This is an optimization exercise on Yosys and OpenROAD, whose aim is small area, a short achievable clock period and few clock cycles per item, not a production implementation. Where RTL was checked, it was by simulation tests only, not by an equivalence proof against the original. The RTL of runs 1 and 3 was laid out without a check of its function. Power and IR drop assume default switching activity.

[flow/config.mk]
export PLATFORM = sky130hd
export DESIGN_NAME = rvv_div
export DESIGN_NICKNAME = rvv_div
export VERILOG_FILES = /design/flow/design.v
export SDC_FILE = /design/flow/constraint.sdc
export NUM_CORES = 8
export LEC_CHECK = 0
export CAP_MARGIN = 40
export CORE_MARGIN = 2
export CORE_UTILIZATION = 45
export SLEW_MARGIN = 40
[flow/constraint.sdc]
create_clock -name core_clock -period 11.5 [get_ports {clk}]
set_input_delay 2.3000 -clock core_clock [delete_from_list [all_inputs] [get_ports {clk}]]
set_output_delay 2.3000 -clock core_clock [all_outputs]
set_load 0.01 [all_outputs]
[flow/design.v]
typedef enum logic [2:0] {
  SEW8=0,
  SEW16=1,
  SEW32=2,
  SEW64=3
} RVVSEW;
typedef enum logic [2:0] {
  LMUL1=0,
  LMUL2=1,
  LMUL4=2,
  LMUL8=3,
  LMULRESERVED=4,
  LMUL1_8=5,  
  LMUL1_4=6,  
  LMUL1_2=7   
} RVVLMUL;
typedef enum logic [1:0] {
  RNU = 0,
  RNE = 1,
  RDN = 2,
  ROD = 3
} RVVXRM;
typedef struct packed {
  logic [$clog2(128)+1-1:0]         vl;        
  logic [$clog2(128)-1:0]     vstart;
  logic [1-1:0]  ma;         
  logic [1-1:0]  ta;         
  RVVXRM                        xrm;       
  RVVSEW                        sew;
  RVVLMUL                       lmul;
} RVVConfigState;
typedef enum logic [1:0] {
  LOAD=0,
  STORE=1,
  RVV=2
} RVVOpCode;
typedef struct packed {
  RVVOpCode             opcode;    
  logic [24:0]          bits;      
} RVVInstruction;
typedef struct packed {
  RVVOpCode             opcode;
  logic [24:0]          bits;
  logic [31:0]          rs1;
  RVVConfigState        arch_state;
} RVVCmd;
typedef enum logic [2:0] {
  ALU,
  MUL,
  MAC,
  PMT,
  RDT,
  CMP,
  DIV,
  LSU
} EXE_UNIT_e;
  parameter  OPIVV=3'b000;       
  parameter  OPFVV=3'b001;       
  parameter  OPMVV=3'b010;       
  parameter  OPIVI=3'b011;       
  parameter  OPIVX=3'b100;       
  parameter  OPFVF=3'b101;       
  parameter  OPMVX=3'b110;       
  parameter  OPCFG=3'b111;       
  parameter VADD            =   6'b000_000;
  parameter VSUB            =   6'b000_010;
  parameter VRSUB           =   6'b000_011;
  parameter VMINU           =   6'b000_100;
  parameter VMIN            =   6'b000_101;
  parameter VMAXU           =   6'b000_110;
  parameter VMAX            =   6'b000_111;
  parameter VAND            =   6'b001_001;
  parameter VOR             =   6'b001_010;
  parameter VXOR            =   6'b001_011;
  parameter VRGATHER        =   6'b001_100;
  parameter VSLIDEUP_RGATHEREI16    =   6'b001_110;
  parameter VSLIDEDOWN      =   6'b001_111;
  parameter VADC            =   6'b010_000;
  parameter VMADC           =   6'b010_001;
  parameter VSBC            =   6'b010_010;
  parameter VMSBC           =   6'b010_011;
  parameter VMERGE_VMV      =   6'b010_111;      
  parameter VMSEQ           =   6'b011_000;
  parameter VMSNE           =   6'b011_001;
  parameter VMSLTU          =   6'b011_010;
  parameter VMSLT           =   6'b011_011;
  parameter VMSLEU          =   6'b011_100;
  parameter VMSLE           =   6'b011_101;
  parameter VMSGTU          =   6'b011_110;
  parameter VMSGT           =   6'b011_111;
  parameter VSADDU          =   6'b100_000;
  parameter VSADD           =   6'b100_001;
  parameter VSSUBU          =   6'b100_010;
  parameter VSSUB           =   6'b100_011;
  parameter VSLL            =   6'b100_101;
  parameter VSMUL_VMVNRR    =   6'b100_111;      
  parameter VSRL            =   6'b101_000;
  parameter VSRA            =   6'b101_001;
  parameter VSSRL           =   6'b101_010;
  parameter VSSRA           =   6'b101_011;
  parameter VNSRL           =   6'b101_100;
  parameter VNSRA           =   6'b101_101;
  parameter VNCLIPU         =   6'b101_110;
  parameter VNCLIP          =   6'b101_111;
  parameter VWREDSUMU       =   6'b110_000;
  parameter VWREDSUM        =   6'b110_001;   
  parameter VREDSUM         =   6'b000_000;
  parameter VREDAND         =   6'b000_001;
  parameter VREDOR          =   6'b000_010;
  parameter VREDXOR         =   6'b000_011;
  parameter VREDMINU        =   6'b000_100;
  parameter VREDMIN         =   6'b000_101;
  parameter VREDMAXU        =   6'b000_110;
  parameter VREDMAX         =   6'b000_111;
  parameter VAADDU          =   6'b001_000;
  parameter VAADD           =   6'b001_001;
  parameter VASUBU          =   6'b001_010;
  parameter VASUB           =   6'b001_011;
  parameter VSLIDE1UP       =   6'b001_110;
  parameter VSLIDE1DOWN     =   6'b001_111;
  parameter VWXUNARY0       =   6'b010_000;      
  parameter VXUNARY0        =   6'b010_010;      
  parameter VMUNARY0        =   6'b010_100;      
  parameter VCOMPRESS       =   6'b010_111;
  parameter VMANDN          =   6'b011_000;
  parameter VMAND           =   6'b011_001;
  parameter VMOR            =   6'b011_010;
  parameter VMXOR           =   6'b011_011;
  parameter VMORN           =   6'b011_100;
  parameter VMNAND          =   6'b011_101;
  parameter VMNOR           =   6'b011_110;
  parameter VMXNOR          =   6'b011_111;
  parameter VDIVU           =   6'b100_000;
  parameter VDIV            =   6'b100_001;
  parameter VREMU           =   6'b100_010;
  parameter VREM            =   6'b100_011;
  parameter VMULHU          =   6'b100_100;
  parameter VMUL            =   6'b100_101;
  parameter VMULHSU         =   6'b100_110;
  parameter VMULH           =   6'b100_111;
  parameter VMADD           =   6'b101_001;
  parameter VNMSUB          =   6'b101_011;
  parameter VMACC           =   6'b101_101;
  parameter VNMSAC          =   6'b101_111;
  parameter VWADDU          =   6'b110_000;
  parameter VWADD           =   6'b110_001;
  parameter VWSUBU          =   6'b110_010;
  parameter VWSUB           =   6'b110_011;
  parameter VWADDU_W        =   6'b110_100;
  parameter VWADD_W         =   6'b110_101;
  parameter VWSUBU_W        =   6'b110_110;
  parameter VWSUB_W         =   6'b110_111;
  parameter VWMULU          =   6'b111_000;
  parameter VWMULSU         =   6'b111_010;
  parameter VWMUL           =   6'b111_011;
  parameter VWMACCU         =   6'b111_100;
  parameter VWMACC          =   6'b111_101;
  parameter VWMACCUS        =   6'b111_110;
  parameter VWMACCSU        =   6'b111_111;  
  parameter VMV_X_S         =   5'b00000;
  parameter VCPOP           =   5'b10000;
  parameter VFIRST          =   5'b10001;
  parameter VMV_S_X         =   5'b00000;   
  parameter VZEXT_VF4       =   5'b00100;
  parameter VSEXT_VF4       =   5'b00101;
  parameter VZEXT_VF2       =   5'b00110;
  parameter VSEXT_VF2       =   5'b00111;
  parameter VMSBF           =   5'b00001;
  parameter VMSOF           =   5'b00010;
  parameter VMSIF           =   5'b00011;
  parameter VIOTA           =   5'b10000;
  parameter VID             =   5'b10001;
typedef enum logic [1:0] {
  US,          
  IU,          
  CS,          
  IO           
} LSU_MOP_e;
typedef enum logic [1:0] {
  US_US,          
  US_WR,          
  US_MK,          
  US_FF           
} LSU_UMOP_e;
  parameter  UNIT_STRIDE       = 3'b000;
  parameter  UNORDERED_INDEX   = 3'b001;
  parameter  CONSTANT_STRIDE   = 3'b010;
  parameter  ORDERED_INDEX     = 3'b011;
  parameter  US_REGULAR        = 5'b00000;
  parameter  US_WHOLE_REGISTER = 5'b01000;
  parameter  US_MASK           = 5'b01011;
  parameter  US_FAULT_FIRST    = 5'b10000;
typedef enum logic [0:0] {
  IS_LOAD,        
  IS_STORE        
} LSU_IS_STORE_e;
typedef enum logic [0:0] {
  IS_SEGMENT,
  NONE      
} LSU_IS_SEG_e;
typedef struct packed {
  LSU_MOP_e         lsu_mop;
  LSU_UMOP_e        lsu_umop;
  LSU_IS_STORE_e    lsu_is_store;
  LSU_IS_SEG_e      lsu_is_seg;
} LSU_TYPE_t;
typedef union packed {
  logic   [6-1:0]         ari_funct6;
  LSU_TYPE_t                          lsu_funct6;
} FUNCT6_u;
typedef enum logic [2:0] {
  VVV,
  XVV,
  VVX,
  VXX,
  XVX,
  XXV,
  XXX
} UOP_CLASS_e;
typedef enum logic [3:0] {
  EMUL1,
  EMUL2,
  EMUL3,
  EMUL4,
  EMUL5,
  EMUL6,
  EMUL7,
  EMUL8,
  EMUL_NONE      
} EMUL_e;
typedef enum logic [2:0] {
  EEW_NONE,     
  EEW1,
  EEW8, 
  EEW16,
  EEW32
} EEW_e;
  parameter NREG1 = 3'b000;  
  parameter NREG2 = 3'b001;
  parameter NREG4 = 3'b011;
  parameter NREG8 = 3'b111;
  parameter NF1 = 3'b000;  
  parameter NF2 = 3'b001;
  parameter NF3 = 3'b010;
  parameter NF4 = 3'b011;
  parameter NF5 = 3'b100;
  parameter NF6 = 3'b101;
  parameter NF7 = 3'b110;
  parameter NF8 = 3'b111;
typedef struct packed {
  logic   [3-1:0]         uop_funct3;
  FUNCT6_u                            uop_funct6;
  EXE_UNIT_e                          uop_exe_unit; 
  UOP_CLASS_e                         uop_class;   
  RVVConfigState                      vector_csr;  
  logic   [$clog2(128)+1-1:0]             vs_evl;              
  logic                               ignore_vma;
  logic                               ignore_vta;
  logic                               force_vma_agnostic;  
  logic                               force_vta_agnostic;  
  logic                               vm;                  
  logic                               v0_valid;            
  logic   [5-1:0]  vd_index;            
  EEW_e                               vd_eew;  
  logic                               vd_valid;
  logic                               vs3_valid;           
  logic   [5-1:0]  vs1;              
  EEW_e                               vs1_eew;            
  logic                               vs1_index_valid;
  logic                               vs1_opcode_valid;
  logic   [5-1:0]  vs2_index; 	         
  EEW_e                               vs2_eew;
  logic                               vs2_valid;
  logic   [5-1:0]  rd_index; 	         
  logic                               rd_index_valid; 
  logic   [32-1:0] 	              rs1_data;            
  logic        	                      rs1_data_valid;                                
  logic   [$clog2(8)-1:0]      uop_index;           
  logic                               first_uop_valid;     
  logic                               last_uop_valid;      
  logic   [$clog2(8)-1:0]      seg_field_index;     
} UOP_QUEUE_t;    
typedef enum logic [1:0] {
  NOT_CHANGE = 2'b00,          
  TAIL       = 2'b01,          
  BODY_INACTIVE = 2'b10,       
  BODY_ACTIVE   = 2'b11        
} BYTE_TYPE_e;
typedef enum logic [0:0] {
  VRF,
  XRF
} W_DATA_TYPE_e;
typedef enum logic [1:0] {
  TRAP_DECODE,              
  TRAP_LSU,                 
  TRAP_LSU_FF               
} TRAP_INFO_e;
typedef BYTE_TYPE_e [(128/8)-1:0]      BYTE_TYPE_t;
typedef struct packed {
  logic   [$clog2(8)-1:0]      rob_entry;
  FUNCT6_u                            uop_funct6;  
  logic   [3-1:0]         uop_funct3;
  logic   [$clog2(128)-1:0]         vstart;
  logic   [$clog2(128)+1-1:0]             vl;       
  logic                               vm;               
  RVVXRM                              vxrm;       
  logic   [128-1:0]                 v0_data;
  logic                               v0_data_valid;
  logic   [128-1:0]                 vd_data;
  logic                               vd_data_valid;
  EEW_e                               vd_eew;  
  logic   [5-1:0]  vs1;              
  logic   [128-1:0]                 vs1_data;           
  logic                               vs1_data_valid; 
  logic   [128-1:0]                 vs2_data;	        
  logic                               vs2_data_valid;  
  EEW_e                               vs2_eew;
  logic   [32-1:0] 	              rs1_data;        
  logic        	                      rs1_data_valid;                                   
  logic   [$clog2(8)-1:0]      uop_index;      
} ALU_RS_t;    
typedef struct packed {
  logic   [$clog2(8)-1:0]      rob_entry;
  FUNCT6_u                            uop_funct6;
  logic   [3-1:0]         uop_funct3;
  logic   [128-1:0]                 vs1_data;           
  logic                               vs1_data_valid; 
  logic   [128-1:0]                 vs2_data;	        
  logic                               vs2_data_valid;  
  EEW_e                               vs2_eew;
  logic   [32-1:0] 	              rs1_data;     
  logic        	                      rs1_data_valid;                                   
} DIV_RS_t; 
typedef struct packed {   
  logic   [$clog2(8)-1:0]      rob_entry;
  FUNCT6_u                            uop_funct6;
  logic   [3-1:0]         uop_funct3;
  RVVXRM                              vxrm;       
  logic   [128-1:0]                 vs1_data;           
  logic                               vs1_data_valid; 
  logic   [128-1:0]                 vs2_data;	        
  logic                               vs2_data_valid; 
  EEW_e                               vs2_eew;  
  logic   [128-1:0]                 vs3_data;	 
  logic                               vs3_data_valid; 
  logic   [32-1:0] 	              rs1_data;          
  logic          	                    rs1_data_valid;   
  logic   [$clog2(8)-1:0]      uop_index; 
} MUL_RS_t;    
typedef struct packed {   
  logic   [$clog2(8)-1:0]      rob_entry;
  EXE_UNIT_e                          uop_exe_unit; 
  FUNCT6_u                            uop_funct6;
  logic   [3-1:0]         uop_funct3;
  logic   [$clog2(128)-1:0]         vstart;
  logic   [$clog2(128)+1-1:0]             vl;       
  logic   [$clog2(128)+1-1:0]             vlmax;       
  logic                               vm;               
  logic   [128-1:0]                 v0_data;
  logic                               v0_data_valid;
  logic   [128-1:0]                 vs1_data;          
  EEW_e                               vs1_eew;
  logic                               vs1_data_valid; 
  logic   [128-1:0]                 vs2_data;	        
  EEW_e                               vs2_eew;
  BYTE_TYPE_t                         vs2_type;
  logic                               vs2_data_valid; 
  logic   [128-1:0]                 vs3_data;	 
  logic                               vs3_data_valid; 
  logic   [32-1:0] 	              rs1_data;         
  logic        	                      rs1_data_valid;
  logic                               first_uop_valid;     
  logic                               last_uop_valid;     
  logic   [$clog2(8)-1:0]      uop_index;      
} PMT_RDT_RS_t;    
typedef struct packed {   
  logic                               vidx_valid; 
  logic   [5-1:0]  vidx_addr;
  logic   [128-1:0]                 vidx_data;             
  logic                               vregfile_read_valid; 
  logic   [5-1:0]  vregfile_read_addr;
  logic   [128-1:0]                 vregfile_read_data;    
  logic                               v0_valid;
  logic   [(128/8)-1:0]                v0_data;               
} UOP_RVV2LSU_t;    
typedef struct packed {
  logic   [$clog2(8)-1:0]      rob_entry;
  logic   [128-1:0]                 w_data;              
  logic                               w_valid;
  logic   [(128/8)-1:0]                vsaturate;
} PU2ROB_t;  
typedef struct packed {   
  logic                               valid;
  logic   [$clog2(8)-1:0]      rob_entry;
  LSU_IS_STORE_e                      lsu_class; 
  logic	[5-1:0] 	  vregfile_write_addr;  
} LSU_MAP_INFO_t; 
typedef struct packed {   
  logic                               vregfile_write_valid;
  logic	[5-1:0] 	  vregfile_write_addr;  
  logic	[128-1:0] 			          	vregfile_write_data;  	 
  logic                               lsu_vstore_last;
} UOP_LSU2RVV_t;  
typedef struct packed {
  logic                               w_valid;             
  logic [128-1:0]                   w_data;              
  logic [(128/8)-1:0]                  vsaturate;
} RES_ROB_t;
typedef struct packed {
  logic   [5-1:0]  w_index;             
  W_DATA_TYPE_e                       w_type;              
  BYTE_TYPE_t                         byte_type;           
  RVVConfigState                      vector_csr;          
  logic                               last_uop_valid;
} DP2ROB_t;
typedef struct packed {
  logic                               valid;               
  logic                               w_valid;             
  logic   [5-1:0]  w_index;             
  W_DATA_TYPE_e                       w_type;              
  logic   [128-1:0]                 w_data;              
  BYTE_TYPE_t                         byte_type;           
  RVVConfigState                      vector_csr;          
} ROB2DP_t;
typedef struct packed {
  logic                               w_valid;             
  logic   [5-1:0]  w_index;             
  logic   [128-1:0]                 w_data;              
  W_DATA_TYPE_e                       w_type;              
  BYTE_TYPE_t                         vd_type;             
  logic                               trap_flag;           
  RVVConfigState                      vector_csr;          
  logic   [(128/8)-1:0]                vxsaturate;          
} ROB2RT_t;  
typedef struct packed {
  logic                               valid;               
  DP2ROB_t                            uop_info;            
  RES_ROB_t                           uop_res;             
  logic                               uop_done;            
  logic                               trap;
} ROB_t;
typedef struct packed {
  logic   [5-1:0]  rt_index; 
  logic   [32-1:0]                 rt_data; 
}RT2XRF_t;
typedef struct packed {
  logic   [5-1:0]  rt_index; 
  logic   [128-1:0]                 rt_data;
  logic   [(128/8)-1:0]                rt_strobe; 
}RT2VRF_t;
typedef struct packed {
  logic   [$clog2(8)-1:0]      trap_uop_rob_entry;
} TRAP_t;  
typedef enum logic [0:0]{
  DIV_SIGN, 
  DIV_ZERO
} DIV_SIGN_SRC_e;   
module rvv_div #(
  parameter int K   = 1,          
  parameter int ADD = 1           
) (
  input  logic         clk,
  input  logic         rst_n,
  input  logic         in_valid,
  input  logic [2:0]   in_rob_entry,
  input  logic [5:0]   in_funct6,
  input  logic [2:0]   in_funct3,
  input  logic [2:0]   in_eew,
  input  logic [127:0] in_vs1,
  input  logic [127:0] in_vs2,
  input  logic [31:0]  in_rs1,
  output logic         out_valid,
  output logic [2:0]   out_rob_entry,
  output logic [127:0] out_data,
  input  logic         out_ready
);
  localparam int CW = 5;          
  function automatic logic [127:0] seg_neg(input logic [127:0] x,
                                           input logic [15:0]  neg,
                                           input logic [15:0]  st);
    logic [15:0] lo;
    logic        p;
    for (int j = 0; j < 16; j++) begin
      if (st[j] || j == 0) lo[j] = 1'b0;
      else                 lo[j] = lo[j-1] | (|x[8*(j-1) +: 8]);
    end
    for (int j = 0; j < 16; j++) begin
      p = lo[j];
      for (int b = 0; b < 8; b++) begin
        seg_neg[8*j+b] = x[8*j+b] ^ (neg[j] & p);
        p = p | x[8*j+b];
      end
    end
  endfunction
  function automatic logic [71:0] add36(input logic [35:0] a, input logic [35:0] b);
    logic [35:0] g, p, c;
    if (ADD == 0) begin
      logic [36:0] t;
      t = {1'b0, a} + {1'b0, b};
      c = {t[36], t[35:1] ^ a[35:1] ^ b[35:1]};
      add36 = {c, t[35:0]};
    end else begin
      g = a & b;
      p = a ^ b;
      if (ADD == 1) begin
        for (int l = 1; l < 36; l = l * 2)
          for (int i = 2*l-1; i < 36; i = i + 2*l) begin
            g[i] = g[i] | (p[i] & g[i-l]);
            p[i] = p[i] & p[i-l];
          end
        for (int l = 16; l >= 1; l = l / 2)
          for (int i = 3*l-1; i < 36; i = i + 2*l) begin
            g[i] = g[i] | (p[i] & g[i-l]);
            p[i] = p[i] & p[i-l];
          end
      end else begin
        for (int k = 0; k < 6; k++)
          for (int i = 0; i < 36; i++)
            if ((i >> k) & 1) begin
              g[i] = g[i] | (p[i] & g[((i >> k) << k) - 1]);
              p[i] = p[i] & p[((i >> k) << k) - 1];
            end
      end
      add36 = {g, a ^ b ^ {g[34:0], 1'b0}};
    end
  endfunction
  logic        i_e8, i_e16, i_sgn, i_rem, i_vx;
  logic [15:0] i_st;              
  logic [15:0] i_sa, i_sb;        
  logic [15:0] i_sv;              
  logic        i_sr;              
  logic [31:0] i_rx;              
  logic [127:0] i_d;
  assign i_e8  = (in_eew == 3'd2);
  assign i_e16 = (in_eew == 3'd3);
  assign i_sgn = in_funct6[0];
  assign i_rem = in_funct6[1];
  assign i_vx  = in_funct3[2];
  assign i_sr = i_sgn & (i_e8 ? in_rs1[7] : i_e16 ? in_rs1[15] : in_rs1[31]);
  assign i_rx = in_rs1 ^ {32{~i_sr}};
  always_comb begin
    for (int j = 0; j < 16; j++) begin
      i_st[j] = i_e8 | (i_e16 & (j % 2 == 0)) | (j % 4 == 0);
      i_sa[j] = i_sgn & (i_e8 ? in_vs2[8*j+7] : i_e16 ? in_vs2[8*(j|1)+7] : in_vs2[8*(j|3)+7]);
      i_sv[j] = i_sgn & (i_e8 ? in_vs1[8*j+7] : i_e16 ? in_vs1[8*(j|1)+7] : in_vs1[8*(j|3)+7]);
      i_sb[j] = i_vx ? i_sr : i_sv[j];
      i_d[8*j +: 8] = i_vx ? (i_e8  ? i_rx[7:0] :
                              i_e16 ? i_rx[8*(j%2) +: 8] : i_rx[8*(j%4) +: 8])
                           : in_vs1[8*j +: 8] ^ {8{~i_sv[j]}};
    end
  end
  function automatic logic mag_bit(input logic [127:0] a, input logic sgn,
                                   input int lsb, input int w, input int s);
    logic below;
    below = 1'b0;
    for (int i = lsb; i < lsb + w - 1 - s; i++) below = below | a[i];
    mag_bit = a[lsb+w-1-s] ^ (sgn & a[lsb+w-1] & below);
  endfunction
  function automatic logic or_bits(input logic [127:0] a, input int lo, input int n);
    or_bits = 1'b0;
    for (int i = lo; i < lo + n; i++) or_bits = or_bits | a[i];
  endfunction
  logic [15:0] i_qn [K];
  logic [15:0] i_bo;              
  always_comb begin
    for (int j = 0; j < 16; j++) i_bo[j] = |in_vs2[8*j +: 8];
    for (int s = 0; s < K; s++)
      for (int j = 0; j < 16; j++)
        if (j % 2 == 1)
          i_qn[s][j] = mag_bit(in_vs2, i_sgn, 8*j, 8, s);
        else if (j % 4 == 2)
          i_qn[s][j] = i_e8 ? mag_bit(in_vs2, i_sgn, 8*j, 8, s) :
                       mag_bit(in_vs2, i_sgn, 8*j, 16, s);
        else
          i_qn[s][j] = i_e8  ? mag_bit(in_vs2, i_sgn, 8*j, 8, s) :
                       i_e16 ? mag_bit(in_vs2, i_sgn, 8*j, 16, s) :
                       in_vs2[8*j+31-s] ^ (i_sgn & in_vs2[8*j+31] &
                                           (i_bo[j] | i_bo[j+1] | i_bo[j+2] |
                                            or_bits(in_vs2, 8*j+24, 7-s)));
  end
  logic [127:0]  d_q;             
  logic [15:0]   ci_q;            
  logic [15:0]   sa_q;            
  logic [15:0]   st_q;            
  logic          e8_q, e16_q, rem_q;
  logic [2:0]    rob_q;
  always_ff @(posedge clk) begin
    d_q   <= i_d;
    ci_q  <= ~i_sb;
    sa_q  <= i_sa;
    st_q  <= i_st;
    e8_q  <= i_e8;
    e16_q <= i_e16;
    rem_q <= i_rem;
    rob_q <= in_rob_entry;
  end
  logic          run_q, fix_q, done_q;
  logic          nsel_q;          
  logic [15:0]   nflag_q;         
  logic [CW-1:0] cnt_q;
  logic [127:0]  q_q, r_q;        
  logic [127:0]  q_it, r_it, nx;
  logic          idle, need_fix, to_fix;
  logic [15:0]   qn_q [K];        
  assign idle = ~run_q & ~fix_q & ~done_q;
  assign need_fix = rem_q | (|neg);
  assign to_fix   = run_q & (cnt_q == '0) & need_fix;
  always_ff @(posedge clk or negedge rst_n) begin
    if (!rst_n) begin
      run_q  <= 1'b0;
      fix_q  <= 1'b0;
      done_q <= 1'b0;
      cnt_q  <= '0;
    end else if (run_q) begin
      cnt_q <= cnt_q - 1'b1;
      if (cnt_q == '0) begin
        run_q  <= 1'b0;
        fix_q  <= need_fix;
        done_q <= ~need_fix;
      end
    end else if (fix_q) begin
      fix_q  <= 1'b0;
      done_q <= 1'b1;
    end else if (done_q) begin
      if (out_ready) done_q <= 1'b0;
    end else if (in_valid) begin
      run_q <= 1'b1;
      cnt_q <= i_e8 ? CW'(8/K - 1) : i_e16 ? CW'(16/K - 1) : CW'(32/K - 1);
    end
  end
  always_ff @(posedge clk) begin
    nsel_q  <= to_fix & rem_q;
    nflag_q <= idle ? i_sa : to_fix ? neg : 16'h0;
    r_q <= idle ? '0 : r_it;
    if (idle)       q_q <= in_vs2;
    else if (run_q) q_q <= q_it;
    else if (fix_q) q_q <= nx;
    for (int s = 0; s < K; s++)
      for (int j = 0; j < 16; j++)
        if (idle)
          qn_q[s][j] <= i_qn[s][j];
        else
          qn_q[s][j] <= e8_q  ? nx[8*j+7-K-s] :
                        e16_q ? nx[8*(j|1)+7-K-s] : nx[8*(j|3)+7-K-s];
  end
  logic [15:0] st, d1, bz, neg;
  assign st = st_q;
  always_comb begin
    for (int j = 0; j < 16; j++) d1[j] = &d_q[8*j +: 8];
    for (int j = 0; j < 16; j++) begin
      bz[j]  = ci_q[j] & (e8_q ? d1[j] : e16_q ? d1[j & ~1] & d1[j | 1] : &d1[(j & ~3) +: 4]);
      neg[j] = rem_q ? sa_q[j] : (sa_q[j] ^ ~ci_q[j]) & ~bz[j];
    end
  end
  assign nx = seg_neg(nsel_q ? r_q : q_q, nflag_q, st);
  logic [127:0] r, rt, sm;
  logic [15:0]  qin, co, acc;
  logic [15:0]  qb [K];
  logic [35:0]  ga, gb;
  logic [71:0]  gs;
  always_comb begin
    r = r_q;
    for (int s = 0; s < K; s++) begin
      qin = qn_q[s];
      for (int i = 0; i < 128; i++)
        if (i % 8 == 0 && (i == 0 || st[i/8])) rt[i] = qin[i/8];
        else                                   rt[i] = r[i-1];
      for (int g = 0; g < 4; g++) begin
        ga = '0;
        gb = '0;
        ga[0] = 1'b1;
        gb[0] = ci_q[4*g];
        for (int k = 0; k < 4; k++) begin
          ga[1+9*k +: 8] = rt[32*g+8*k +: 8];
          gb[1+9*k +: 8] = d_q[32*g+8*k +: 8];
          if (k > 0) begin
            ga[9*k] = st[4*g+k] ? ci_q[4*g+k] : 1'b1;
            gb[9*k] = st[4*g+k] ? ci_q[4*g+k] : 1'b0;
          end
        end
        gs = add36(ga, gb);
        for (int k = 0; k < 4; k++) begin
          sm[32*g+8*k +: 8] = gs[1+9*k +: 8];
          co[4*g+k] = gs[36 + 9*(k+1) - 1];
        end
      end
      for (int j = 0; j < 16; j++) begin
        acc[j] = e8_q ? co[j] : e16_q ? co[j|1] : co[j|3];
        r[8*j +: 8] = acc[j] ? sm[8*j +: 8] : rt[8*j +: 8];
      end
      qb[s] = acc;
    end
    r_it = r;
    for (int i = 0; i < 128; i++)
      if (i % 8 < K && (i < 8 || st[i/8])) q_it[i] = qb[K-1-(i%8)][i/8];
      else                                 q_it[i] = nx[i-K];
  end
  assign out_valid     = done_q;
  assign out_rob_entry = rob_q;
  assign out_data      = q_q;
endmodule
[flow/flow/run.sh]
#!/bin/bash
set -euo pipefail
bash standard.sh SETUP_SLACK_MARGIN=7.9 "BUFFER_PORTS_ARGS=-buffer_cell sky130_fd_sc_hd__buf_1" finish > standard.log 2>&1
[flow/standard.sh]
#!/bin/bash
# synth_recipe.tcl (not shown) runs the flow's synth.tcl, then flattens the netlist and writes it again
# the make line also repeats each setting of config.mk as NAME=value (left out here)
make -C /OpenROAD-flow-scripts/flow DESIGN_CONFIG=/design/flow/config.mk WORK_HOME=/design/flow/orfs CLKGATE_MAP_FILE= SYNTH_SCRIPT=/design/flow/synth_recipe.tcl "${@:-finish}"
==> results.cfg, run 1 <==
[global_routing]
grt_pass1_vias = 26600
grt_max_degree = 131
antenna_found_initial = 15
grt_pass1_wl_mm = 173
grt_util_all_layers_pct = 32.5
overflow = 0

[synthesis]
yosys.area_share.adder_pct = 9.46
ys_warn_count = 8
ys_seq_area_share_pct = 34.2
synth_top_area_cell = dfxtp_1
synth_async_sr_flop_share_pct = 1.72
synth-edff-count = 128
synthSimpleGateAreaFrac_pct = 14.0
synth_compound_area_share_pct = 20.7
syn-mean-instance-area_um2 = 8.82
synth_mux_area_share_pct = 8.13
synth-xor-area-share_pct = 9.39
ys.flop_type = dfxtp_1
synth_top_area_share_pct = 21.2
mappedNetlistArea_um2 = 31000
syn-instance-count = 3519
synth_area_leaders = dfxtp_1 21%, edfxtp_1 12%, mux2i_1 6.4%, xnor2_1 6.0%, ha_1 5.1%
synth_top_family_by_area = compound AO/OA/AOI/OAI gates
synthesis.nets = 4020
synth_seq_cells = 464
synth_cell_types = 90

[flow_run]
cap_violations = 0

[critical_path]
cp_max_fo = 7
crit_chain = buf_12 -> buf_4 -> inv_1 -> nand4_1 -> a311o_2 -> buf_4 -> nand2_2 -> o311ai_4 -> a31oi_4 -> or2_4 -> o221a_4 -> mux2i_2
crit_top_cell = buf_4
arrival_ps = 4210
worst-path-buf-inv = 4
startpoint_type = flop
rr_startpoint = st_q[14]$_DFF_P_
critical_path_class = reg -> reg
crit_required_ps = 12040
cp_top_family = compound AO/OA/AOI/OAI gates
cp_slowest_cell = inv_1
critPathCaptureType = flop
reg2reg_depth = 12
r2r-end = r_q[33]$_SDFF_PP0_
rrSetupSlack_ps = 7820
cpPeakStageDelay_ps = 550

[hold_path]
holdPathEnd = r_q[32]$_SDFF_PP0_
hold_depth = 2
hold_class = reg -> reg
worstHoldStart = qn_q[0][4]$_DFF_P_

[timing]
min_period_ps = 3680
period_share_pct = 32.0
worst_clock_skew_ps = 13.7
finalHoldViolCount = 0
clock.fmax_ghz = 0.272
fin_setup_tns_ps = 0
tightest_slew_ps = 922
relSlewSlack_pct = 37.7
worst_slack_ps = 7820
setup_viol = 0
maxSlewViolCount = 0
rsz0062_at_grt = true

[routing]
avgViaCountPerCell = 6.03
drt_pass1_iterations = 5
postRouteAntennaNets = 0
drc = 0
routed_wl_mm = 121
drt_iter0_drc = 2942
routedWlPerCell_um = 24.8
num_vias = 29300

[power_and_ir_drop]
p_per_area_nw_per_um2 = 280
total_leakage_power_nw = 14.4
ir_drop_mv = 0.148

[floorplanning]
die-area_um2 = 71100
coreArea_um2 = 68500
rows = 96
die_h_um = 267
ios = 439
fp.dieW_um = 267
start_util_pct = 45.3

[place]
numPortBuffers = 432
dp_slack_ps = 6210
dp_hpwl_mm = 87.2
gp_congestion = 0.933

[finish]
nFillCells = 6495
fin_nets = 4429
area_growth_pct = 20.0
utilization_pct = 54.4
drive_gt1_share_pct = 11.0

[clock_tree]
clkTransAtPathRegs_ps = 60
cts_buffer_depth = 3
numCtsBuffers = 56
clock_latency_ps = 620
cts_tree = done
cts_max_level = 2
clock-sinks = 464
ctsHoldBuffers = 0
root_buffer = clkbuf_16

[run_status]
outcome = complete, no violations
## cells in the mapped netlist, drive strengths merged, types with 48 or more instances
| master | n |
|---|---|
| mux2i | 199 |
| buf | 61 |
| edfxtp | 128 |
| nor2 | 269 |
| a21oi | 279 |
| a21o | 51 |
| nand2 | 336 |
| clkbuf | 127 |
| nand3 | 61 |
| nor3 | 62 |
| ha | 126 |
| xor2 | 119 |
| a211oi | 111 |
| dfxtp | 328 |
| o21ai | 302 |
| o31ai | 49 |
| inv | 126 |
| xnor2 | 213 |
| fa | 68 |
| nand4 | 48 |
## per-layer routing
metal / vias up / global-route usage (%) / share of wire [%]
met5: - / 0 / 0.065
met4: 12 / 10.4 / 3.6
met3: 234 / 6.34 / 10
met2: 1367 / 49.7 / 44
met1: 14200 / 45.9 / 43
li1: 13600 / - / -
## tightest hold or removal path, delay by kind of cell (launching register included)
kind / cells / cell delay, ps
flops: 1 / 320
simple gates: 1 / 50
mux: 1 / 50
## timing repair
action | 4_1_cts | 5_1_grt
gates resized for setup | 93 | 89
buffers inserted | 45 | 20
pin swaps | 20 | 29
gates cloned | 5 | 6
endpoints found under the hold margin | 0 | 0
endpoints found under the setup margin | 398 | 194
## state kept, by name, summed over array words and instances (netlist names)
register / flops
ci_q: 16
cnt_q: 5
d_q: 128
done_q: 1
e16_q: 1
fix_q: 1
nflag_q: 16
nsel_q: 1
q_q: 128
qn_q: 16
r_q: 128
rem_q: 1
rob_q: 3
run_q: 1
sa_q: 16
st_q: 2
## layout make-up
type                    count  area, um2  area share, %
repair buffers            533       2830           7.60
well taps                 882       1100           2.96
clock inverters            25        292          0.783
clock buffers              79       1670           4.47
multi-input cells        2745      20200           54.3
flip-flops and latches    464      10600           28.5
diodes                      7       17.5         0.0470
inverters                 128        504           1.35
## placed cells by master (no fill, tap or decap), types with 62 or more instances in the layout
master     netlist  final
mux2i_1        198    189
xor2_1         118    117
nand2_1        336    316
fa_1            68     62
edfxtp_1       128    128
buf_1           31    426
a21oi_1        279    250
ha_1           126    123
inv_1          126    122
clkbuf_16        0     64
nor2_1         269    262
dfxtp_1        328    325
o21ai_0        288    277
xnor2_1        213    213
a211oi_1       111    108
## report_power, final
group          switching [W]  total [W]  internal, W
combinational        0.00315    0.00537      0.00222
clock               0.000767    0.00191      0.00114
sequential          0.000692    0.00315      0.00246
## per-stage QoR
stage                     total power [W]  hold slack [ps]  std cells  area [um2]
after floorplan                   0.00665              435       3519       31400
after detailed placement          0.00810              460       4676       33600
after global routing               0.0111              490       4859       37200
after CTS                          0.0102              474       4830       36500
after global placement            0.00801              455       4674       33500
final                              0.0104              472       4863       37200
## worst max-delay path by stage
stage,start,to,slack [ps],cells after the start
final,st_q[14]$_DFF_P_,r_q[33]$_SDFF_PP0_,7820,12
after global routing,st_q[13]$_DFF_P_,r_q[90]$_SDFF_PP0_,7760,16
after CTS,ci_q[0]$_DFF_P_,r_q[20]$_SDFF_PP0_,7880,15
after detailed placement,in_eew[2],d_q[2]$_DFF_P_,6210,8
after global placement,in_eew[2],d_q[5]$_DFF_P_,6140,7
after floorplan,in_funct6[0],d_q[55]$_DFF_P_,7650,5
## logic make-up (layout without fill, tap and decap cells)
family	after synthesis	in the layout
AO/OA/AOI/OAI	1018	1022
AND/OR/NAND/NOR	949	951
flip-flops	464	464
XOR/XNOR	332	332
buffers and inverters	316	765
multiplexers	246	246
adder cells (fa/ha/maj)	194	194
other	0	7
==> run 2: changes to the inputs <==
--- a/flow/design.v
+++ b/flow/design.v
@@ -582,6 +582,7 @@
   logic [15:0]   ci_q;            
   logic [15:0]   sa_q;            
   logic [15:0]   st_q;            
+  logic [15:0]   sx_q, sy_q;      
   logic          e8_q, e16_q, rem_q;
   logic [2:0]    rob_q;
   always_ff @(posedge clk) begin
@@ -589,6 +590,10 @@
     ci_q  <= ~i_sb;
     sa_q  <= i_sa;
     st_q  <= i_st;
+    for (int j = 0; j < 16; j++) begin
+      sx_q[j] <= i_st[j] ? ~i_sb[j] : 1'b1;
+      sy_q[j] <= i_st[j] ? ~i_sb[j] : 1'b0;
+    end
     e8_q  <= i_e8;
     e16_q <= i_e16;
     rem_q <= i_rem;
@@ -598,10 +603,12 @@
   logic          nsel_q;          
   logic [15:0]   nflag_q;         
   logic [CW-1:0] cnt_q;
-  logic [127:0]  q_q, r_q;        
-  logic [127:0]  q_it, r_it, nx;
+  logic [127:0]  q_q;             
+  logic [127:0]  t_q;             
+  logic [15:0]   rm_q;            
+  logic [127:0]  q_it, t_it, r_it, rf, nx;
+  logic [15:0]   qn;              
   logic          idle, need_fix, to_fix;
-  logic [15:0]   qn_q [K];        
   assign idle = ~run_q & ~fix_q & ~done_q;
   assign need_fix = rem_q | (|neg);
   assign to_fix   = run_q & (cnt_q == '0) & need_fix;
@@ -631,18 +638,21 @@
   always_ff @(posedge clk) begin
     nsel_q  <= to_fix & rem_q;
     nflag_q <= idle ? i_sa : to_fix ? neg : 16'h0;
-    r_q <= idle ? '0 : r_it;
+    for (int i = 0; i < 128; i++)
+      if (idle) t_q[i] <= (i % 8 == 0) & i_st[i/8] & i_qn[0][i/8];
+      else      t_q[i] <= t_it[i];
+    for (int j = 0; j < 16; j++) rm_q[j] <= r_it[8*j+7];
     if (idle)       q_q <= in_vs2;
     else if (run_q) q_q <= q_it;
     else if (fix_q) q_q <= nx;
-    for (int s = 0; s < K; s++)
-      for (int j = 0; j < 16; j++)
-        if (idle)
-          qn_q[s][j] <= i_qn[s][j];
-        else
-          qn_q[s][j] <= e8_q  ? nx[8*j+7-K-s] :
-                        e16_q ? nx[8*(j|1)+7-K-s] : nx[8*(j|3)+7-K-s];
   end
+  always_comb
+    for (int i = 0; i < 128; i++)
+      if (i % 8 == 7 && (i == 127 || st[i/8+1])) rf[i] = rm_q[i/8];
+      else                                       rf[i] = t_q[i+1];
+  always_comb
+    for (int j = 0; j < 16; j++)
+      qn[j] = e8_q ? nx[8*j+6] : e16_q ? nx[8*(j|1)+6] : nx[8*(j|3)+6];
   logic [15:0] st, d1, bz, neg;
   assign st = st_q;
   always_comb begin
@@ -652,48 +662,41 @@
       neg[j] = rem_q ? sa_q[j] : (sa_q[j] ^ ~ci_q[j]) & ~bz[j];
     end
   end
-  assign nx = seg_neg(nsel_q ? r_q : q_q, nflag_q, st);
-  logic [127:0] r, rt, sm;
-  logic [15:0]  qin, co, acc;
-  logic [15:0]  qb [K];
+  assign nx = seg_neg(nsel_q ? rf : q_q, nflag_q, st);
+  logic [127:0] sm;
+  logic [15:0]  co, acc;
   logic [35:0]  ga, gb;
   logic [71:0]  gs;
   always_comb begin
-    r = r_q;
-    for (int s = 0; s < K; s++) begin
-      qin = qn_q[s];
-      for (int i = 0; i < 128; i++)
-        if (i % 8 == 0 && (i == 0 || st[i/8])) rt[i] = qin[i/8];
-        else                                   rt[i] = r[i-1];
-      for (int g = 0; g < 4; g++) begin
-        ga = '0;
-        gb = '0;
-        ga[0] = 1'b1;
-        gb[0] = ci_q[4*g];
-        for (int k = 0; k < 4; k++) begin
-          ga[1+9*k +: 8] = rt[32*g+8*k +: 8];
-          gb[1+9*k +: 8] = d_q[32*g+8*k +: 8];
-          if (k > 0) begin
-            ga[9*k] = st[4*g+k] ? ci_q[4*g+k] : 1'b1;
-            gb[9*k] = st[4*g+k] ? ci_q[4*g+k] : 1'b0;
-          end
-        end
-        gs = add36(ga, gb);
-        for (int k = 0; k < 4; k++) begin
-          sm[32*g+8*k +: 8] = gs[1+9*k +: 8];
-          co[4*g+k] = gs[36 + 9*(k+1) - 1];
+    for (int g = 0; g < 4; g++) begin
+      ga = '0;
+      gb = '0;
+      ga[0] = 1'b1;
+      gb[0] = ci_q[4*g];
+      for (int k = 0; k < 4; k++) begin
+        ga[1+9*k +: 8] = t_q[32*g+8*k +: 8];
+        gb[1+9*k +: 8] = d_q[32*g+8*k +: 8];
+        if (k > 0) begin
+          ga[9*k] = sx_q[4*g+k];
+          gb[9*k] = sy_q[4*g+k];
         end
       end
-      for (int j = 0; j < 16; j++) begin
-        acc[j] = e8_q ? co[j] : e16_q ? co[j|1] : co[j|3];
-        r[8*j +: 8] = acc[j] ? sm[8*j +: 8] : rt[8*j +: 8];
+      gs = add36(ga, gb);
+      for (int k = 0; k < 4; k++) begin
+        sm[32*g+8*k +: 8] = gs[1+9*k +: 8];
+        co[4*g+k] = gs[36 + 9*(k+1) - 1];
       end
-      qb[s] = acc;
     end
-    r_it = r;
+    for (int j = 0; j < 16; j++) begin
+      acc[j] = e8_q ? co[j] : e16_q ? co[j|1] : co[j|3];
+      r_it[8*j +: 8] = acc[j] ? sm[8*j +: 8] : t_q[8*j +: 8];
+    end
+    for (int i = 0; i < 128; i++)
+      if (i % 8 == 0 && (i == 0 || st[i/8])) t_it[i] = qn[i/8];
+      else                                   t_it[i] = r_it[i-1];
     for (int i = 0; i < 128; i++)
-      if (i % 8 < K && (i < 8 || st[i/8])) q_it[i] = qb[K-1-(i%8)][i/8];
-      else                                 q_it[i] = nx[i-K];
+      if (i % 8 == 0 && (i == 0 || st[i/8])) q_it[i] = acc[i/8];
+      else                                   q_it[i] = nx[i-1];
   end
   assign out_valid     = done_q;
   assign out_rob_entry = rob_q;
--- a/flow/config.mk
+++ b/flow/config.mk
@@ -7,5 +7,5 @@
 export LEC_CHECK = 0
 export CAP_MARGIN = 40
 export CORE_MARGIN = 2
-export CORE_UTILIZATION = 45
+export CORE_UTILIZATION = 60
 export SLEW_MARGIN = 40
==> results.cfg, run 2 <==
[synthesis]
synth_mux_area_share_pct = 8.29
synth_compound_area_share_pct = 19.7
synth_seq_cells = 488
mappedNetlistArea_um2 = 31800
ys.flop_type = dfxtp_1
yosysMostFrequentCell = dfxtp_1
synth-edff-count = 128
synthSimpleGateAreaFrac_pct = 14.1
synth_top_area_cell = dfxtp_1
synth-xor-area-share_pct = 9.28
yosys-top-cells-count = 352 x dfxtp_1, 316 x o21ai_0, 312 x nand2_1
yosys.area_share.adder_pct = 9.70
synth_top_area_share_pct = 22.1
syn-instance-count = 3593
ys_seq_area_share_pct = 34.9
synth_top_family_by_area = compound AO/OA/AOI/OAI gates
synth_area_leaders = dfxtp_1 22%, edfxtp_1 12%, mux2i_1 6.5%, xnor2_1 5.9%, ha_1 5.4%
synthesis.nets = 4106
synth_cell_types = 88
ys_warn_count = 15
syn-mean-instance-area_um2 = 8.86
synth_async_sr_flop_share_pct = 1.64

[finish]
layout_commonest_cell = buf_1
largestRegisters = d_q (128), q_q (128), t_q (128)
nFillCells = 4094
area_growth_pct = 17.1
drive_gt1_share_pct = 10.4
utilization_pct = 71.0
layout_common_cells = 422 x buf_1, 337 x dfxtp_1, 301 x nand2_1
multi_input_area_um2 = 20300
fin_nets = 4494
regArea_um2 = 11100

[critical_path]
cpPeakStageDelay_ps = 520
startpoint_type = flop
critical_path_class = reg -> out
arrival_ps = 1330
cp_top_family = flip-flops
cp_max_fo = 2
cp.depth = 1
worst-path-buf-inv = 1
crit_required_ps = 9200
critPathCaptureType = primary output
crit_chain = buf_1
reg2reg_depth = 10
cp_slowest_cell = edfxtp_1

[timing]
clock.fmax_ghz = 0.275
finalHoldViolCount = 0
min_period_ps = 3630
rsz0062_at_grt = true
fin_setup_tns_ps = 0
maxSlewViolCount = 0
period_share_pct = 31.6
worst_clock_skew_ps = 23.5
relSlewSlack_pct = 32.4
tightest_slew_ps = 1010
setup_viol = 0

[global_routing]
overflow = 0
grt_util_all_layers_pct = 43.5
antenna_found_initial = 5
grt_max_degree = 105
grt_pass1_vias = 29200
grt_pass1_wl_mm = 179

[clock_tree]
cts_max_level = 2
ctsHoldBuffers = 0
cts_buffer_depth = 3
root_buffer = clkbuf_16
clkTransAtPathRegs_ps = 60
cts_tree = done
clock-sinks = 488
numCtsBuffers = 53
clock_latency_ps = 640

[routing]
routed_wl_mm = 122
avgViaCountPerCell = 6.59
drt_pass1_iterations = 6
num_vias = 31100
drt_iter0_drc = 3728
drc = 0
postRouteAntennaNets = 0
routedWlPerCell_um = 26.0

[place]
gp_congestion = 0.986
numPortBuffers = 432
dp_hpwl_mm = 90.2

[power_and_ir_drop]
p_per_area_nw_per_um2 = 291
ir_drop_mv = 0.172
total_leakage_power_nw = 14.5

[floorplanning]
fp.dieW_um = 234
die_h_um = 234
die-area_um2 = 54900
coreArea_um2 = 52400
start_util_pct = 60.7
rows = 84
ios = 439

[flow_run]
cap_violations = 0

[hold_path]
hold_class = reg -> reg
hold_depth = 1

[run_status]
outcome = complete, no violations
==> run 2: worst paths after layout <==
kind | slack [ps] | from | end
max | 7870 | q_q[104]$_DFFE_PP_ | out_data[104]
min in group asynchronous | 1610 | rst_n | cnt_q[4]$_DFFE_PN0P_
max reg2reg | 7960 | t_q[118]$_SDFF_PP0_ | rm_q[12]$_DFF_P_
min | 480 | cnt_q[0]$_DFFE_PN0P_ | cnt_q[0]$_DFFE_PN0P_
min reg2reg | 480 | cnt_q[0]$_DFFE_PN0P_ | cnt_q[0]$_DFFE_PN0P_
max in group asynchronous | 9530 | rst_n | run_q$_DFF_PN0_
==> run 2: cell families (layout without fill, tap and decap cells) <==
logic type / count (synthesis) / after routing
AO/OA/AOI/OAI: 1002 / 1002
XOR/XNOR: 337 / 337
adder cells (fa/ha/maj): 206 / 206
buffers and inverters: 329 / 760
flip-flops: 488 / 488
multiplexers: 257 / 257
other: 0 / 4
AND/OR/NAND/NOR: 974 / 975
==> run 2: cell type report <==
class	instances	share of cell area, %
repair buffers	519	7.01
clock inverters	21	0.527
multi-input cells	2777	54.4
diodes	4	0.0269
flip-flops and latches	488	29.8
clock buffers	78	4.40
inverters	142	1.49
well taps	688	2.31
==> run 2: what timing repair did <==
item | CTS | global route
cloned | 3 | 0
endpoints found under the setup margin | 376 | 253
resized for setup | 79 | 102
pin swaps | 6 | 19
buffers inserted | 30 | 17
==> run 2: per-stage QoR <==
step	worst slack [ps]	hold slack [ps]	power (W)	std cells	cell area [um2]
2_1_floorplan	7770	432	0.00690	3593	32000
4_1_cts	7900	476	0.0105	4695	36600
6_report	7870	483	0.0109	4717	37300
5_1_grt	7850	515	0.0115	4717	37300
3_5_place_dp	6300	467	0.00851	4563	34100
3_3_place_gp	6170	443	0.00825	4560	34000
==> run 2: routing by layer <==
layer	share of wire, %	GRT usage (%)	up-vias
met1	39	58.3	14800
met2	42	63.4	2127
li1	-	-	13800
met5	0.13	1.96	-
met4	6.4	24.4	5
met3	13	11.5	423
==> run 2: power breakdown <==
part / switching (W) / total, W / internal (W)
logic: 0.00327 / 0.00560 / 0.00233
clock network: 0.000759 / 0.00181 / 0.00106
registers: 0.000861 / 0.00344 / 0.00258
total: 0.00489 / 0.0109 / 0.00596
Testbench counts of run 2, summed over its fixed seeds: cycles 693,362, uops 32,000.
==> run 3: changes to the inputs <==
--- a/flow/design.v
+++ b/flow/design.v
@@ -457,7 +457,7 @@
 } DIV_SIGN_SRC_e;   
 module rvv_div #(
   parameter int K   = 1,          
-  parameter int ADD = 1           
+  parameter int ADD = 2           
 ) (
   input  logic         clk,
   input  logic         rst_n,
--- a/flow/config.mk
+++ b/flow/config.mk
@@ -7,5 +7,5 @@
 export LEC_CHECK = 0
 export CAP_MARGIN = 40
 export CORE_MARGIN = 2
-export CORE_UTILIZATION = 60
+export CORE_UTILIZATION = 45
 export SLEW_MARGIN = 40
==> results.cfg, run 3 <==
[finish]
layout_commonest_cell = buf_1
fin_nets = 4499
largestRegisters = d_q (128), q_q (128), t_q (128)
final_area_um2 = 37800
area_growth_pct = 19.2
drive_gt1_share_pct = 11.0
layout_common_cells = 417 x buf_1, 347 x dfxtp_1, 321 x nand2_1
utilization_pct = 54.0

[routing]
drt_pass1_iterations = 6
postRouteAntennaNets = 0
top_layer_used = met5
routedWlPerCell_um = 24.4
drc = 0
met2_length_mm = 53.8
avgViaCountPerCell = 5.91
num_vias = 29700
wl_met3_mm = 10.4
routed_wl_mm = 123
drt_iter0_drc = 2739
met1_length_mm = 51.6

[synthesis]
synth_top_area_share_pct = 22.3
synth_area_leaders = dfxtp_1 22%, edfxtp_1 12%, mux2i_1 8.0%, xnor2_1 5.6%, ha_1 5.5%
synthesis.nets = 4081
yosys-top-cells-count = 356 x nand2_1, 352 x dfxtp_1, 327 x o21ai_0
synth-edff-count = 128
syn-instance-count = 3612
ys.flop_type = dfxtp_1
synth_cell_types = 108
ys_seq_area_share_pct = 35.0
ys_warn_count = 15
synth_top_area_cell = dfxtp_1
syn-mean-instance-area_um2 = 8.77
synth_seq_cells = 488
yosysMostFrequentCell = nand2_1
mappedNetlistArea_um2 = 31700
synth_async_sr_flop_share_pct = 1.64

[timing]
tightest_slew_ps = 828
rsz0062_at_grt = true
worst_clock_skew_ps = 15.5
relSlewSlack_pct = 44.8
clock.fmax_ghz = 0.272
period_share_pct = 31.9
setup_viol = 0
fin_setup_tns_ps = 0
min_period_ps = 3670
worst_slack_ps = 7830
finalHoldViolCount = 0
maxSlewViolCount = 0

[clock_tree]
clock-sinks = 488
ctsHoldBuffers = 0
root_buffer = clkbuf_16
clock_latency_ps = 630
clkTransAtPathRegs_ps = 60
cts_max_level = 2
numCtsBuffers = 57
cts_tree = done
cts_buffer_depth = 3

[critical_path]
rr_startpoint = st_q[13]$_DFF_P_
arrival_ps = 4210
crit_required_ps = 12030
startpoint_type = primary input
rrSetupSlack_ps = 7960
critical_path_class = in -> reg
critPathCaptureType = flop
cp_max_fo = 2
cp-startpoint = in_vs2[51]

[global_routing]
antenna_found_initial = 22
overflow = 0
grt_pass1_vias = 27900
grt_util_all_layers_pct = 32.3
grt_max_degree = 87
grt_pass1_wl_mm = 177

[hold_path]
worstHoldStart = t_q[0]$_DFF_P_
hold_class = reg -> reg

[power_and_ir_drop]
p_per_area_nw_per_um2 = 283
ir_drop_mv = 0.126
total_leakage_power_nw = 14.7

[floorplanning]
start_util_pct = 45.3
die_h_um = 269
coreArea_um2 = 69900
die-area_um2 = 72500
ios = 439
fp.dieW_um = 269
rows = 97

[place]
dp_slack_ps = 6040
gp_congestion = 0.935
dp_hpwl_mm = 88.1
numPortBuffers = 432
dpl_cell_area_um2 = 34100

[flow_run]
cap_violations = 0

[run_status]
outcome = complete, no violations
[run 3: changes by cell type in the layout (fill, tap and decap cells not counted), moves of 19 or more]
| cell | previous run | this run |
|---|---|---|
| xnor2_1 | 213 | 188 |
| a21oi_1 | 233 | 268 |
| nand3_1 | 76 | 57 |
| fa_1 | 68 | 23 |
| a21o_1 | 57 | 38 |
| mux2i_1 | 202 | 242 |
| o31ai_1 | 71 | 34 |
| inv_1 | 135 | 89 |
| nand2_4 | 0 | 21 |
| nor3_1 | 57 | 83 |
| a211oi_1 | 83 | 64 |
| nand2_1 | 301 | 321 |
| xor2_1 | 121 | 153 |
| o21ai_0 | 281 | 319 |
[run 3: path summary, 6_finish.rpt]
check                                       endpoint  cells after the start
worst max-delay path                 t_q[32]$_DFF_P_                     11
worst min-delay path               t_q[1]$_SDFF_PP0_                      2
worst max register to register     q_q[94]$_DFFE_PP_                     11
worst min register to register     t_q[1]$_SDFF_PP0_                      2
max in group asynchronous            run_q$_DFF_PN0_                      1
min in group asynchronous       cnt_q[0]$_DFFE_PN0P_                      1
[run 3: where the power goes]
part	total, W	switching [W]	internal (W)
sequential	0.00326	0.000674	0.00258
combinational	0.00560	0.00326	0.00234
clock	0.00183	0.000776	0.00105
total	0.0107	0.00472	0.00597
[run 3: repair_timing]
item / CTS / global route
buffers inserted: 29 / 36
gates resized for setup: 144 / 67
pin swaps: 7 / 20
endpoints found under the setup margin: 340 / 163
gates cloned: 3 / 4
endpoints found under the hold margin: 0 / 0
[run 3: layer usage]
layer / global-route usage, % / vias up
met3: 5.88 / 280
met5: 0 / -
met2: 50.3 / 1252
met4: 16.2 / 14
met1: 42.8 / 14200
li1: - / 13900
[run 3: logic make-up (layout without fill, tap and decap cells)]
family | after synthesis | in the layout | share of synthesized area, %
flops | 488 | 488 | 35.0
compound gates | 987 | 988 | 19.3
other cells | 0 | 14 | 0
simple gates | 1030 | 1030 | 15.1
fa+ha+maj | 162 | 162 | 6.97
buf+inv | 276 | 736 | 3.60
xor+xnor | 361 | 361 | 10.1
mux | 308 | 308 | 10.0
[run 3: final cells by class]
class,count,area (um2)
repair buffers,534,2820
fillers,6589,32100
clock inverters,14,100
repair inverters,3,33.8
clock buffers,88,1740
inverters,97,425
flip-flops and latches,488,11100
diodes,14,35.0
well taps,940,1180
multi-input cells,2849,20300
[run 3: through the flow]
step | hold WS [ps] | std cells | power [W]
global placement | 457 | 4838 | 0.00844
detailed placement | 466 | 4839 | 0.00852
finish | 486 | 5027 | 0.0107
CTS | 484 | 4973 | 0.0105
global route | 507 | 5019 | 0.0114
floorplan | 432 | 3612 | 0.00704
[run 3: critical path, cell delays in order]
cell and delay (ps):
buf_1 100, nor4_2 300, nand2_1 190, or3_4 400, nor2_1 90, nor2_1 50, nor3_1 170, o21ai_1 80
a21oi_1 210, o211ai_1 110, a21oi_1 200
==> run 4: changes to the inputs <==
--- a/flow/design.v
+++ b/flow/design.v
@@ -457,7 +457,7 @@
 } DIV_SIGN_SRC_e;   
 module rvv_div #(
   parameter int K   = 1,          
-  parameter int ADD = 2           
+  parameter int ADD = 1           
 ) (
   input  logic         clk,
   input  logic         rst_n,
==> results.cfg, run 4 <==
[finish]
layout_commonest_cell = buf_1
regArea_um2 = 11100
fin_cells = 4979
layout_common_cells = 421 x buf_1, 340 x dfxtp_1, 295 x o21ai_0
drive_gt1_share_pct = 10.4
largestRegisters = d_q (128), q_q (128), t_q (128)
area_growth_pct = 17.8
nFillCells = 6663
fin_nets = 4496
multi_input_area_um2 = 20200

[critical_path]
crit_chain = clkbuf_2 -> buf_12 -> mux2i_1 -> o21ai_2 -> nand2_1 -> clkbuf_8 -> xnor2_1 -> nand2_2 -> o21ai_0
cp_slowest_cell = nand2_2
startpoint_type = primary input
arrival_ps = 4090
rrSetupSlack_ps = 7960
cp_max_fo = 31
critical_path_class = in -> reg
crit_required_ps = 11980
cpPeakStageDelay_ps = 340
cp_top_family = buffers and inverters
critPathCaptureType = flop
worst-path-buf-inv = 3

[clock_tree]
numCtsBuffers = 57
root_buffer = clkbuf_16
ctsHoldBuffers = 0
clkTransAtPathRegs_ps = 60
clock-sinks = 488
clock_latency_ps = 630
cts_buffer_depth = 3
cts_tree = done
cts_max_level = 2

[timing]
clock.fmax_ghz = 0.277
finalHoldViolCount = 0
period_share_pct = 31.4
rsz0062_at_grt = true
tightest_slew_ps = 870
min_period_ps = 3610
relSlewSlack_pct = 42.0
fin_setup_tns_ps = 0
maxSlewViolCount = 0
setup_viol = 0
worst_clock_skew_ps = 14.7

[global_routing]
antenna_found_initial = 23
grt_pass1_wl_mm = 182
overflow = 0
grt_max_degree = 197
grt_util_all_layers_pct = 33.1
grt_pass1_vias = 28200

[power_and_ir_drop]
p_int_w = 0.00592
switching_share_pct = 44.6
clkPwrFrac_pct = 17.2
ir_drop_mv = 0.136
pwr-share-comb_pct = 51.5
p_per_area_nw_per_um2 = 285
p_seq_share_pct = 31.3
total_leakage_power_nw = 14.5
power_switching_w = 0.00477

[synthesis]
mappedNetlistArea_um2 = 31800
synth-edff-count = 128
yosysMostFrequentCell = dfxtp_1
syn-instance-count = 3593
synthesis.nets = 4106
ys_warn_count = 15
syn-mean-instance-area_um2 = 8.86
synth_area_leaders = dfxtp_1 22%, edfxtp_1 12%, mux2i_1 6.5%, xnor2_1 5.9%, ha_1 5.4%
yosys-top-cells-count = 352 x dfxtp_1, 316 x o21ai_0, 312 x nand2_1
ys.flop_type = dfxtp_1
synth_top_area_cell = dfxtp_1
synth_async_sr_flop_share_pct = 1.64
ys_seq_area_share_pct = 34.9
synth_top_area_share_pct = 22.1
synth_cell_types = 88
synth_seq_cells = 488

[routing]
drt_pass1_iterations = 5
num_vias = 29800
routedWlPerCell_um = 25.1
avgViaCountPerCell = 5.99
drc = 0
postRouteAntennaNets = 0
drt_iter0_drc = 2778
routed_wl_mm = 125

[run_status]
outcome = complete, no violations

[floorplanning]
die-area_um2 = 72900
coreArea_um2 = 70000
start_util_pct = 45.4
ios = 439
fp.dieW_um = 270
die_h_um = 270
rows = 97

[flow_run]
cap_violations = 0

[place]
dpl.cell_count = 4815
dp_hpwl_mm = 88.3
numPortBuffers = 432
gp_congestion = 0.940

[hold_path]
hold_class = reg -> reg
[run 4: cell types whose count changed after synthesis, moves of 20 or more]
cell,change
inv_1,+48
mux2i_1,-47
o31ai_1,+45
fa_1,+44
nand2_1,-44
xor2_1,-33
a21oi_1,-29
nor3_1,-24
a211oi_1,+23
o21ai_1,-21
clkbuf_1,+20
[run 4: final timing paths]
kind,start,to,depth (start not counted)
worst max-delay path,in_eew[0],d_q[123]$_DFF_P_,9
worst min-delay path,cnt_q[0]$_DFFE_PN0P_,cnt_q[0]$_DFFE_PN0P_,1
worst max register to register,st_q[13]$_DFF_P_,fix_q$_DFFE_PN0P_,10
worst min register to register,cnt_q[0]$_DFFE_PN0P_,cnt_q[0]$_DFFE_PN0P_,1
max in group asynchronous,rst_n,run_q$_DFF_PN0_,1
min in group asynchronous,rst_n,cnt_q[2]$_DFFE_PN0P_,1
[run 4: cell type report]
cell class | instances | area share, %
multi-input cells | 2777 | 53.9
flip-flops and latches | 488 | 29.6
repair buffers | 516 | 6.79
clock buffers | 92 | 4.69
well taps | 940 | 3.14
inverters | 142 | 1.48
clock inverters | 13 | 0.250
diodes | 10 | 0.0667
repair inverters | 1 | 0.0167
[run 4: logic make-up (layout without fill, tap and decap cells)]
family	Yosys count	after routing	synth area share, %
AO/OA/AOI/OAI	1002	1002	19.7
AND/OR/NAND/NOR	974	975	14.1
flip-flops	488	488	34.9
XOR/XNOR	337	337	9.28
buffers and inverters	329	764	4.03
multiplexers	257	257	8.29
adder cells (fa/ha/maj)	206	206	9.70
other	0	10	0
[run 4: metrics by stage]
step                      power (W)  worst slack [ps]  utilization (%)  hold WS (ps)  area (um2)
final                        0.0107              7890             53.5           467       37500
after global routing         0.0114              7830             53.5           484       37500
after CTS                    0.0105              7880             52.7           469       36900
after detailed placement    0.00847              6190             49.1           461       34400
after global placement      0.00836              6210             49.0           456       34300
after floorplan             0.00690              7770                -           432       32000
[run 4: per-layer routing]
layer	up-vias	global-route usage, %	routed length, um
met5	-	0	133
met4	18	17.9	7480
met3	298	6.89	11000
met2	1410	50.7	54600
met1	14400	43.7	51900
li1	13700	-	-
[run 4: repair_timing]
action | 4_1_cts | 5_1_grt
resized for setup | 101 | 75
endpoints found under the setup margin | 351 | 270
pin swaps | 6 | 12
setup buffers | 26 | 16
cloned | 4 | 1
[run 4: power groups by stage]
stage	Combinational [W]	Sequential, W	Clock, W
2_1_floorplan	0.00376	0.00314	0
3_3_place_gp	0.00501	0.00335	0
3_5_place_dp	0.00513	0.00335	0
4_1_cts	0.00532	0.00331	0.00186
5_1_grt	0.00610	0.00341	0.00192
6_report	0.00550	0.00334	0.00184
Testbench counts of run 4, summed over its fixed seeds: cycles 693,362, uops 32,000.
==> run 5: changes to the inputs <==
==> flow/flow/run.sh (replaced) <==
#!/bin/bash
set -euo pipefail
bash standard.sh SETUP_SLACK_MARGIN=7.5 "BUFFER_PORTS_ARGS=-buffer_cell sky130_fd_sc_hd__buf_1" finish > standard.log 2>&1
==> results.cfg, run 5 <==
[routing]
drt_iter0_drc = 2749
routedWlPerCell_um = 24.3
avgViaCountPerCell = 5.87
drc = 0
postRouteAntennaNets = 0
drt_pass1_iterations = 6
routed_wl_mm = 120
num_vias = 29000

[finish]
final_area_um2 = 36800
drive_gt1_share_pct = 8.01
area_growth_pct = 15.6
nFillCells = 6653
layout_common_cells = 429 x buf_1, 349 x dfxtp_1, 314 x o21ai_0
layout_commonest_cell = buf_1
fin_nets = 4460
largestRegisters = d_q (128), q_q (128), t_q (128)

[clock_tree]
root_buffer = clkbuf_16
cts_max_level = 2
cts_tree = done
ctsHoldBuffers = 0
clock_latency_ps = 630
cts_buffer_depth = 3
clkTransAtPathRegs_ps = 60
clock-sinks = 488
numCtsBuffers = 57

[place]
dp_hpwl_mm = 87.3
gp_congestion = 0.944
dpl_cell_area_um2 = 34300
numPortBuffers = 432

[global_routing]
grt_use_met2_pct = 49.6
antenna_found_initial = 22
grt_pass1_vias = 27400
overflow = 0
grt_pass1_wl_mm = 176
grt_max_degree = 188
gr-usage-met1_pct = 42.4
met3_usage_pct = 6.64
grt_util_all_layers_pct = 31.9
grt-busiest-layer = met2

[critical_path]
rrSetupSlack_ps = 7640
cp-startpoint = in_eew[2]
cp_slowest_cell = nand2_2
startpoint_type = primary input
cp.depth = 11
cpPeakStageDelay_ps = 360
reg2reg_depth = 10
worst-path-buf-inv = 4
r2r-end = q_q[26]$_DFFE_PP_
cp_max_fo = 36
critical_path_class = in -> reg
endpoint = d_q[80]$_DFF_P_
rr_startpoint = st_q[13]$_DFF_P_
crit_required_ps = 11980
cp_top_family = buffers and inverters
critPathCaptureType = flop
crit_chain = buf_1 -> nand2b_2 -> buf_6 -> buf_12 -> nand2_1 -> o21ai_2 -> nand2_1 -> buf_6 -> xnor2_1 -> nand2_2 -> o21ai_0
arrival_ps = 4400

[timing]
maxSlewViolCount = 0
finalHoldViolCount = 0
relSlewSlack_pct = 39.3
setup_viol = 0
period_share_pct = 34.1
min_period_ps = 3920
rsz0062_at_grt = false
clock.fmax_ghz = 0.255
fin_setup_tns_ps = 0
worst_clock_skew_ps = 13.4
tightest_slew_ps = 909

[flow_run]
cap_violations = 0

[synthesis]
synth_top_area_share_pct = 22.1
synth-edff-count = 128
mappedNetlistArea_um2 = 31800
synth_cell_types = 88
ys_seq_area_share_pct = 34.9
ys.flop_type = dfxtp_1
syn-instance-count = 3593
synthesis.nets = 4106
synth_seq_cells = 488
synth_top_area_cell = dfxtp_1
synth_async_sr_flop_share_pct = 1.64
yosys-top-cells-count = 352 x dfxtp_1, 316 x o21ai_0, 312 x nand2_1
syn-mean-instance-area_um2 = 8.86
ys_warn_count = 15
yosysMostFrequentCell = dfxtp_1
synth_area_leaders = dfxtp_1 22%, edfxtp_1 12%, mux2i_1 6.5%, xnor2_1 5.9%, ha_1 5.4%

[power_and_ir_drop]
ir_drop_mv = 0.161
p_per_area_nw_per_um2 = 285
total_leakage_power_nw = 14.2

[floorplanning]
rows = 97
die_h_um = 270
die-area_um2 = 72900
start_util_pct = 45.4
ios = 439
coreArea_um2 = 70000
fp.dieW_um = 270

[hold_path]
hold_class = reg -> reg

[run_status]
outcome = complete, no violations
run 5: how the worst min path moves through the flow:
stage / startpoint / end / slack [ps] / cells after the start
2_1_floorplan: cnt_q[0]$_DFFE_PN0P_ / cnt_q[0]$_DFFE_PN0P_ / 430 / 1
3_3_place_gp: cnt_q[0]$_DFFE_PN0P_ / cnt_q[0]$_DFFE_PN0P_ / 460 / 1
3_5_place_dp: t_q[64]$_DFF_P_ / t_q[65]$_SDFF_PP0_ / 460 / 2
4_1_cts: t_q[64]$_DFF_P_ / t_q[65]$_SDFF_PP0_ / 470 / 2
5_1_grt: t_q[0]$_DFF_P_ / t_q[1]$_SDFF_PP0_ / 510 / 2
6_report: t_q[0]$_DFF_P_ / t_q[1]$_SDFF_PP0_ / 480 / 2
run 5: final cells by class:
cell class,count,area [um2],share of cell area [%]
antenna,9,22.5,0.0612
clock buffer,88,1760,4.79
clock inverter,18,174,0.473
inverter,142,539,1.47
multi-input combinational,2776,19800,53.9
sequential,488,11100,30.2
tap,940,1180,3.20
timing repair buffer,482,2170,5.89
run 5: what timing repair did:
action,CTS,global route
resized for setup,48,42
setup endpoints to repair,224,207
buffers inserted,5,3
pin swaps,0,2
run 5: worst register-to-register path, stage by stage (launching register included):
cell and delay [ps]:
dfxtp_4 480, buf_4 340, inv_4 430, buf_4 490, o31ai_4 250, a32oi_2 490
o31a_1 410, o21ai_0 170, xnor2_1 250, o21ai_0 100, a21boi_0 140
run 5: through the flow:
stage                     total power, W  setup WS [ps]  hold slack (ps)  util (%)  cells
after detailed placement         0.00844           6120              464      49.0   4819
after global placement           0.00834           6170              460      48.9   4819
final                             0.0105           7580              479      52.5   4943
after floorplan                  0.00689           7490              432         -   3593
after CTS                         0.0104           7500              474      52.1   4930
after global routing              0.0112           7500              507      52.5   4940
run 5: where the power goes:
part           switching (W)  internal (W)
clock network       0.000780       0.00112
registers           0.000786       0.00258
logic                0.00306       0.00214
run 5: logic make-up (layout without fill, tap and decap cells):
group           Yosys count  in the layout  share of synthesized area, %
compound gates         1002           1002                          19.7
xor+xnor                337            337                          9.28
fa+ha+maj               206            206                          9.70
buf+inv                 329            730                          4.03
flops                   488            488                          34.9
mux                     257            257                          8.29
other cells               0              9                             0
simple gates            974            974                          14.1
run 5: routing by layer:
metal  share of wire, %  vias to the layer above
li1                   -                    13700
met1                 43                    13900
met2                 44                     1195
met3                8.2                      254
met4                5.0                       14
met5              0.082                        -

-- what the ideal ports hide --
The flow's constraints put no driver on any port. The routed layouts listed below were extracted and timed again, unchanged, in two steps.
Step 1 sets driving cells, clkbuf_16 on the clock port and buf_2 on the other inputs (assumed; they add their load-dependent delay and slew).
Step 2 also shifts input and output timing later by t, the mid clock arrival at the registers, as if the neighbouring blocks saw the same clock.
Three values: ideal, step 1, step 2; two values: the first two.
run | shift t [ns] | setup slack, ns | hold WS [ns] | worst setup path after step 2
run 1 | 0.681 | 7.825 / 7.825 / 7.193 | 0.472 / 0.472 / 0.472 | input to register
run 2 | 0.686 | 7.870 / 7.804 / 7.237 | 0.483 / 0.483 / 0.483 | input to register
run 3 | 0.684 | 7.826 / 7.844 / 7.185 | 0.486 / 0.486 / 0.486 | input to register
run 4 | 0.695 | 7.888 / 7.843 / 7.237 | 0.467 / 0.467 / 0.467 | input to register
run 5 | 0.693 | 7.584 / 7.630 / 6.937 | 0.479 / 0.479 / 0.479 | input to register
After both steps setup and hold are still met in every run listed. The setup slack of run 4, which loses most, moves by -0.045 ns with the drivers and by -0.651 ns with both steps.
